What follows belongs to an exercise in optimizing a design on an open flow for small area and a short achievable clock period; a production flow would make more cautious choices.
Function was checked by simulation only, so behaviour that the tests miss may differ from the original.

==> trial 58: inputs <==
## EEE_IMGPROC
module EEE_IMGPROC(
	clk,
	reset_n,
	s_chipselect,
	s_read,
	s_write,
	s_readdata,
	s_writedata,
	s_address,
	sink_data,
	sink_valid,
	sink_ready,
	sink_sop,
	sink_eop,
	source_data,
	source_valid,
	source_ready,
	source_sop,
	source_eop,
	mode
);
export LEC_CHECK = 0
export ABC_AREA = 1
export CAP_MARGIN = 20
export CORE_AREA = 2 2 331.27 331.27
export CTS_CLUSTER_DIAMETER = 100
export CTS_CLUSTER_SIZE = 30
export DIE_AREA = 0 0 333.27 333.27
export SLEW_MARGIN = 20
create_clock -name core_clock -period 30.0 [get_ports {clk}]
standard.sh (not shown) runs the stock make flow with config.mk's settings and CLKGATE_MAP_FILE= SYNTH_SCRIPT=/design/flow/synth_recipe.tcl, a recipe that flattens the netlist after the stock synthesis.
==> flow/flow/run.sh <==
#!/bin/bash
# Standard layout, with the port buffers made of buf_2 instead of the flow's
# default choice (a slow delay buffer), and clock tree synthesis without
# dummy loads. Each tool's full log is under orfs/logs/; make's own output
# goes to make.log.
set -euo pipefail
bash standard.sh "BUFFER_PORTS_ARGS=-buffer_cell sky130_fd_sc_hd__buf_2" \
  "CTS_ARGS=-sink_clustering_enable -repair_clock_nets -sink_clustering_size 30 -sink_clustering_max_diameter 100 -dont_use_dummy_load" \
  finish > make.log 2>&1
==> inputs of build 26, as changes to trial 58 <==
--- a/flow/design.v
+++ b/flow/design.v
@@ -51,14 +51,12 @@
 	output [5:0]  usedw;
 	reg [9:0]  rmem [0:10];
 	reg [10:0] bmem [0:10];
 	reg [9:0]  lmem [0:2];
 	reg [10:0] tmem [0:2];
-	reg [3:0] rw, bw;
-	reg [1:0] lw, tw;
-	reg [10:0] rr, br;	 
-	reg [2:0] lr, tr;
+	reg [3:0] rw, rr, bw, br;
+	reg [1:0] lw, lr, tw, tr;
 	reg [3:0] hpos;
 	reg [5:0] count;
 	function [1:0] kind;
 		input [3:0] p;
 		case (p)
@@ -108,27 +106,14 @@
 	wire do_wr = (wpos != 4'd0) & ~full;
 	wire wr_r = do_wr & (wkind == 2'd1);
 	wire wr_b = do_wr & (wkind == 2'd2);
 	wire rd_r = do_rd & (hkind == 2'd1);
 	wire rd_b = do_rd & (hkind == 2'd2);
-	reg [9:0]  lo_x, hi_x;
-	reg [10:0] lo_y, hi_y;
-	integer i;
-	always @(*) begin
-		lo_x = 10'h0;
-		lo_y = 11'h0;
-		for (i = 0; i < 11; i = i + 1) begin
-			lo_x = lo_x | (rmem[i] & {10{rr[i]}});
-			lo_y = lo_y | (bmem[i] & {11{br[i]}});
-		end
-		hi_x = 10'h0;
-		hi_y = 11'h0;
-		for (i = 0; i < 3; i = i + 1) begin
-			hi_x = hi_x | (lmem[i] & {10{lr[i] & hpink}});
-			hi_y = hi_y | (tmem[i] & {11{tr[i] & hpink}});
-		end
-	end
+	wire [9:0]  lo_x = rmem[rr];
+	wire [10:0] lo_y = bmem[br];
+	wire [9:0]  hi_x = hpink ? lmem[lr] : 10'h0;
+	wire [10:0] hi_y = hpink ? tmem[tr] : 11'h0;
 	assign q = empty ? 32'h0 :
 	           (hkind == 2'd1) ? {6'b0, hi_x, 6'b0, lo_x} :
 	           (hkind == 2'd2) ? {5'b0, hi_y, 5'b0, lo_y} :
 	           {16'hFFFF, 13'b0, msg_id(hpos)};
 	assign usedw = count;
@@ -139,28 +124,28 @@
 		if (wr_b & wpink) tmem[tw] <= top_pink;
 	end
 	always @(posedge clock) begin
 		if (sclr) begin
 			rw <= 4'd0;
-			rr <= 11'd1;
+			rr <= 4'd0;
 			bw <= 4'd0;
-			br <= 11'd1;
+			br <= 4'd0;
 			lw <= 2'd0;
-			lr <= 3'd1;
+			lr <= 2'd0;
 			tw <= 2'd0;
-			tr <= 3'd1;
+			tr <= 2'd0;
 			count <= 6'h0;
 		end
 		else begin
 			if (wr_r) rw <= inc11(rw);
 			if (wr_b) bw <= inc11(bw);
-			if (rd_r) rr <= {rr[9:0], rr[10]};
-			if (rd_b) br <= {br[9:0], br[10]};
+			if (rd_r) rr <= inc11(rr);
+			if (rd_b) br <= inc11(br);
 			if (wr_r & wpink) lw <= inc3(lw);
 			if (wr_b & wpink) tw <= inc3(tw);
-			if (rd_r & hpink) lr <= {lr[1:0], lr[2]};
-			if (rd_b & hpink) tr <= {tr[1:0], tr[2]};
+			if (rd_r & hpink) lr <= inc3(lr);
+			if (rd_b & hpink) tr <= inc3(tr);
 			if (do_wr != do_rd) count <= updown6(count, do_rd);
 		end
 	end
 	always @(posedge clock) begin
 		if (empty) hpos <= wpos;
@@ -245,43 +230,32 @@
     default: begin mx = red;   mn = blue;  md = green; end    
     endcase
 end
 wire [7:0] t = sub8(md, mn);     
 wire [7:0] m = sub8(mx, mn);     
-wire [15:0] T = {8'b0, t};
-wire [15:0] M = {8'b0, m};
-wire [15:0] t20 = add16(T << 4, T << 2);
-wire [15:0] m9  = add16(M << 3, M);
-wire [15:0] t10 = add16(T << 3, T << 1);
-wire [15:0] m7  = sub16(M << 3, M);
-wire [15:0] t15 = sub16(T << 4, T);
-wire [15:0] m13 = sub16(sub16(M << 4, M << 1), M);
-wire [15:0] m3  = add16(M << 1, M);
-wire [15:0] t6  = add16(T << 2, T << 1);
-wire [15:0] m5  = add16(M << 2, M);
-wire [15:0] t60 = sub16(T << 6, T << 2);
-wire [15:0] m53 = sub16(sub16(sub16(M << 6, M << 3), M << 1), M);
-wire [15:0] m31 = sub16(M << 5, M);
-reg [7:0] t60s;
+wire [15:0] t60 = sub16({2'b0, t, 6'b0}, {6'b0, t, 2'b0});
+reg [7:0] dr;
+reg [8:0] da;
+reg [5:0] q;
+integer k;
 always @(*) begin
-    case (t[2:0])
-        3'd0:    t60s = 8'd0;
-        3'd1:    t60s = 8'd60;
-        3'd2:    t60s = 8'd120;
-        3'd3:    t60s = 8'd180;
-        default: t60s = 8'd240;
-    endcase
+    dr = t60[13:6];
+    for (k = 5; k >= 0; k = k - 1) begin
+        da = {dr, t60[k]};
+        q[k] = da[8] | ge8(da[7:0], m);
+        dr = q[k] ? sub8(da[7:0], m) : da[7:0];
+    end
 end
-wire q_eq0  = (t[7:2] == 6'd0 || t == 8'd4) && ~ge8(t60s, m);    
-wire q_le26 = ~ge16(t20, m9);     
-wire q_ge42 = ge16(t10, m7);      
-wire q_le51 = ~ge16(t15, m13);    
-wire q_ge18 = ge16(t10, m3);      
-wire q_le49 = ~ge16(t6, m5);      
-wire q_le52 = ~ge16(t60, m53);    
+wire q_le26 = q <= 6'd26;
+wire q_eq0  = q == 6'd0;
+wire q_ge42 = q >= 6'd42;
+wire q_le51 = q <= 6'd51;
+wire q_ge18 = q >= 6'd18;
+wire q_le49 = q <= 6'd49;
+wire q_le52 = q <= 6'd52;
 wire q_ge1  = ~q_eq0;
-wire q_le30 = ~ge16(t60, m31);    
+wire q_le30 = q <= 6'd30;
 wire [15:0] X = {8'b0, mx};
 wire [15:0] x69 = add16(add16(X << 6, X << 2), X);
 wire [15:0] x29 = sub16(sub16(X << 5, X << 1), X);
 wire [15:0] x55 = sub16(sub16(X << 6, X << 3), X);
 wire [15:0] x9  = add16(X << 3, X);
@@ -359,25 +333,23 @@
 			r = (v >= 3'd3) ? v - 3'd3 : v[1:0];
 		end
 	end
 endfunction
 always @(posedge clk) begin
-	if (packet_video & valid) begin
-		prev_pixel[1] <= prev_pixel[0];
-		prev_pixel[0] <= {r_in,g_in,b_in};
-	end
-end
-always @(posedge clk) begin
 	if (~rst) begin
+		prev_pixel[1] <= 24'h0;
+		prev_pixel[0] <= 24'h0;
 		{r_out,g_out,b_out} <= 24'h0;
 	end
 	else if (~packet_video) begin
 		r_out <= r_in;
 		g_out <= g_in;
 		b_out <= b_in;
 	end
 	else if (valid) begin
+		prev_pixel[1] <= prev_pixel[0];
+		prev_pixel[0] <= {r_in,g_in,b_in};
 		if (x_lt2) begin
 			{r_out,g_out,b_out} <= 24'b0;
 		end
 		else begin
 			r_out <= avg3(r_in, prev_pixel[0][23:16], prev_pixel[1][23:16]);
@@ -432,22 +404,22 @@
 	integer i;
 	reg c;
 	begin
 		c = 1'b0;
 		for (i = 0; i < 10; i = i + 1)
-			c = (~a[i] & b[i]) | ((~a[i] | b[i]) & c);
+			c = (~a[i] & b[i]) | (~(a[i] ^ b[i]) & c);
 		lt10 = c;
 	end
 endfunction
 function lt11;     
 	input [10:0] a, b;
 	integer i;
 	reg c;
 	begin
 		c = 1'b0;
 		for (i = 0; i < 11; i = i + 1)
-			c = (~a[i] & b[i]) | ((~a[i] | b[i]) & c);
+			c = (~a[i] & b[i]) | (~(a[i] ^ b[i]) & c);
 		lt11 = c;
 	end
 endfunction
 function [10:0] inc11;
 	input [10:0] a;
@@ -699,28 +671,22 @@
 		if (s_address == 3'd3) bb_col <= s_writedata[23:0];
 	end
 end
 assign msg_buf_flush = s_chipselect & s_write & (s_address == 3'd0) & s_writedata[4];
 reg read_d;
-reg [26:0] rd_low;
-reg rd_msg_id, rd_chip_id;
 always @ (posedge clk) begin
 	if (~reset_n) begin
-		rd_low <= 27'b0;
-		rd_msg_id <= 1'b0;
-		rd_chip_id <= 1'b0;
-	end
-	else if (s_chipselect & s_read & ~s_address[2]) begin
-		rd_msg_id <= (s_address[1:0] == 2'd1) & msg_buf_out[31];
-		rd_chip_id <= (s_address[1:0] == 2'd2);
-		case (s_address[1:0])
-			2'd0: rd_low <= {11'b0, 2'b0, msg_buf_size, reg_status};
-			2'd1: rd_low <= msg_buf_out[26:0];
-			2'd2: rd_low <= 27'h234EEE2;
-			2'd3: rd_low <= {3'h0, bb_col};
+		s_readdata <= 32'b0;
+	end
+	else if (s_chipselect & s_read) begin
+		case (s_address)
+			3'd0: s_readdata <= {16'b0, 2'b0, msg_buf_size, reg_status};
+			3'd1: s_readdata <= msg_buf_out;
+			3'd2: s_readdata <= 32'h1234EEE2;
+			3'd3: s_readdata <= {8'h0, bb_col};
+			default: ;
 		endcase
 	end
 end
-always @(*) s_readdata = {{3{rd_msg_id}}, rd_msg_id | rd_chip_id, rd_msg_id, rd_low};
 always @ (posedge clk) read_d <= s_read;
 assign msg_buf_rd = s_chipselect & s_read & ~read_d & ~msg_buf_empty & (s_address == 3'd1);
 endmodule
==> flow/run.sh (new file) <==
#!/bin/bash
# synth_recipe.tcl (not shown) runs the flow's synth.tcl, then flattens the netlist and writes it again
# the make line also repeats each setting of config.mk as NAME=value (left out here)
make -C /OpenROAD-flow-scripts/flow DESIGN_CONFIG=/design/flow/config.mk WORK_HOME=/design/flow/orfs CLKGATE_MAP_FILE= SYNTH_SCRIPT=/design/flow/synth_recipe.tcl finish
CORE_AREA = default   (was 2 2 331.27 331.27)
CORE_MARGIN = 2   (was default)
CORE_UTILIZATION = 40   (was default)
CTS_CLUSTER_DIAMETER = default   (was 100)
CTS_CLUSTER_SIZE = default   (was 30)
DIE_AREA = default   (was 0 0 333.27 333.27)
removed: flow/flow/run.sh
removed: flow/standard.sh
==> inputs of build 47, as changes to trial 58 <==
==> flow/flow/run.sh (replaced) <==
#!/bin/bash
# Standard synthesis; then OpenROAD's restructure for area on its netlist
# (flow/restructure.tcl, registers untouched; its ABC gets the platform's
# liberty less the don't-use cells, written by flow/filter_lib.py); then the
# standard layout, with
# the port buffers made of buf_2 instead of the flow's default (a slow delay
# buffer), clock tree synthesis without dummy loads, and timing repair asked
# for 17.8 ns of setup slack (it then speeds up the path from source_ready
# and sink_valid to sink_ready, the only one that short of it). Each tool's full log:
# orfs/logs/ (ORFS steps), make_synth.log and make.log (make's output),
# filter_lib.log, restructure.log and rmp_abc.log (the area recovery).
set -euo pipefail
bash standard.sh synth > make_synth.log 2>&1
mkdir -p rmp
python3 flow/filter_lib.py "$FLOW_HOME/platforms/sky130hd/lib/sky130_fd_sc_hd__tt_025C_1v80.lib" rmp/lib_no_dont_use.lib > filter_lib.log 2>&1
openroad -no_init -exit flow/restructure.tcl > restructure.log 2>&1
touch orfs/results/sky130hd/EEE_IMGPROC/base/1_synth.sdc
bash standard.sh "BUFFER_PORTS_ARGS=-buffer_cell sky130_fd_sc_hd__buf_2" "SETUP_SLACK_MARGIN=17.8" \
  "CTS_ARGS=-sink_clustering_enable -repair_clock_nets -sink_clustering_size 26 -sink_clustering_max_diameter 90 -dont_use_dummy_load" \
  finish > make.log 2>&1
==> flow/flow/filter_lib.py (new file) <==
# Writes the platform's liberty without the cells the platform marks
# don't-use (lpflow_*, probe*), for restructure's ABC run.
import re, sys
src, dst = sys.argv[1], sys.argv[2]
text = open(src).read()
out = []
pos = 0
drop = re.compile(r'sky130_fd_sc_hd__(lpflow_\w+|probe\w*)$')
for m in re.finditer(r'\n\s*cell\s*\(\s*"?([\w]+)"?\s*\)\s*\{', text):
    if m.start() < pos:
        continue
    if not drop.match(m.group(1)):
        continue
    # find the matching closing brace of this cell group
    i = m.end()
    depth = 1
    while depth:
        c = text[i]
        if c == '{':
            depth += 1
        elif c == '}':
            depth -= 1
        i += 1
    out.append(text[pos:m.start()])
    pos = i
out.append(text[pos:])
open(dst, 'w').write(''.join(out))
==> flow/flow/restructure.tcl (new file) <==
# Area recovery on the standard synthesis's netlist: OpenROAD's restructure
# re-synthesizes the combinational logic between the registers with ABC for
# area. Registers (names and cells) are left as they are.
set P $::env(FLOW_HOME)/platforms/sky130hd
set R orfs/results/sky130hd/EEE_IMGPROC/base
read_lef $P/lef/sky130_fd_sc_hd.tlef
read_lef $P/lef/sky130_fd_sc_hd_merged.lef
read_liberty $P/lib/sky130_fd_sc_hd__tt_025C_1v80.lib
read_db $R/1_synth.odb
read_sdc $R/1_synth.sdc
report_design_area
puts "registers before: [llength [all_registers]]"
restructure -target area -liberty_file rmp/lib_no_dont_use.lib \
  -tielo_port sky130_fd_sc_hd__conb_1/LO -tiehi_port sky130_fd_sc_hd__conb_1/HI \
  -work_dir rmp -abc_logfile rmp_abc.log
report_design_area
puts "registers after: [llength [all_registers]]"
write_db $R/1_synth.odb
CTS_CLUSTER_DIAMETER = 90   (was 100)
CTS_CLUSTER_SIZE = 26   (was 30)
==> inputs of trial 69, as changes to trial 58 <==
==> flow/flow/run.sh (replaced) <==
#!/bin/bash
# Standard layout, with the port buffers made of buf_2 instead of the flow's
# default choice (a slow delay buffer), and clock tree synthesis without
# dummy loads. Each tool's full log is under orfs/logs/; make's own output
# goes to make.log.
set -euo pipefail
bash standard.sh "BUFFER_PORTS_ARGS=-buffer_cell sky130_fd_sc_hd__buf_2" \
  "CTS_ARGS=-sink_clustering_enable -repair_clock_nets -sink_clustering_size 22 -sink_clustering_max_diameter 80 -dont_use_dummy_load" \
  finish > make.log 2>&1
CTS_CLUSTER_DIAMETER = 80   (was 100)
CTS_CLUSTER_SIZE = 22   (was 30)
==> comparison <==
Synthesized area is about the same in build 26 and trial 58. Build 47 finished with timing, DRC and antenna clean. Trial 69 finished clean. Trial 58 passed the timing, DRC and antenna checks. Build 26 finished clean. Global-route usage, lowest first: trial 58, build 47, trial 69, build 26.
==> figures <==
|  | trial 58 | build 26 | build 47 | trial 69 |
|---|---|---|---|---|
| Antenna violations before repair | 0 | 6 | 2 | 0 |
| Fraction of area in multi-input gates | 43.5% | 41.5% | 39.7% | 43.2% |
| Peak fanout along the critical path | 2 | 20 | 2 | 2 |
| Run status | finished clean | finished clean | finished clean | finished clean |
| Crit path max-delay cell type | sky130_fd_sc_hd__buf_2 | sky130_fd_sc_hd__dfxtp_1 | sky130_fd_sc_hd__buf_2 | sky130_fd_sc_hd__buf_2 |
| Register-to-register path setup slack | 20200 ps | 9360 ps | 20240 ps | 20200 ps |
| Average footprint of a synthesized cell | 8.82 sq um | 8.64 sq um | 9.52 sq um | 8.82 sq um |
| Cell row count | 120 | 119 | 120 | 120 |
| Min-delay src | class_d1[1] | class_d1[2] | bb_col[16] | class_d2[1] |

[what the ideal ports hide]
Ports are ideal in the flow. The routed layouts listed here were re-timed in OpenROAD. Step 1: set_driving_cell puts a clkbuf_16 on clk and a buf_2 on each other input, an assumption about the parent block. Step 2 adds t to the input delays and takes it off the output delays; t is the mean of the earliest and latest rising clock arrival at the registers after step 1. Input paths then give back, and output paths get back, about the clock's delay inside the block. a / b / c = no drivers / after step 1 / after step 2; a / b = the first two.
run	t (ns)	slack for setup (ns)	slew at the worst register clock pin (ns)	worst slew at a driven data input, ns	cell pins on the clock port's net
trial 58	0.653	17.530 / 17.508 / 17.508	0.12 / 0.12	0.09	1
build 26	0.724	9.360 / 9.360 / 9.360	0.07 / 0.07	0.05	1
build 47	0.651	17.592 / 17.554 / 17.554	0.11 / 0.11	0.21	1
trial 69	0.661	17.530 / 17.508 / 17.508	0.09 / 0.09	0.10	1
After both steps every run listed still meets setup and hold. For build 47, which loses most, drivers alone change the setup slack by -0.038 ns; drivers and shift together by -0.038 ns.
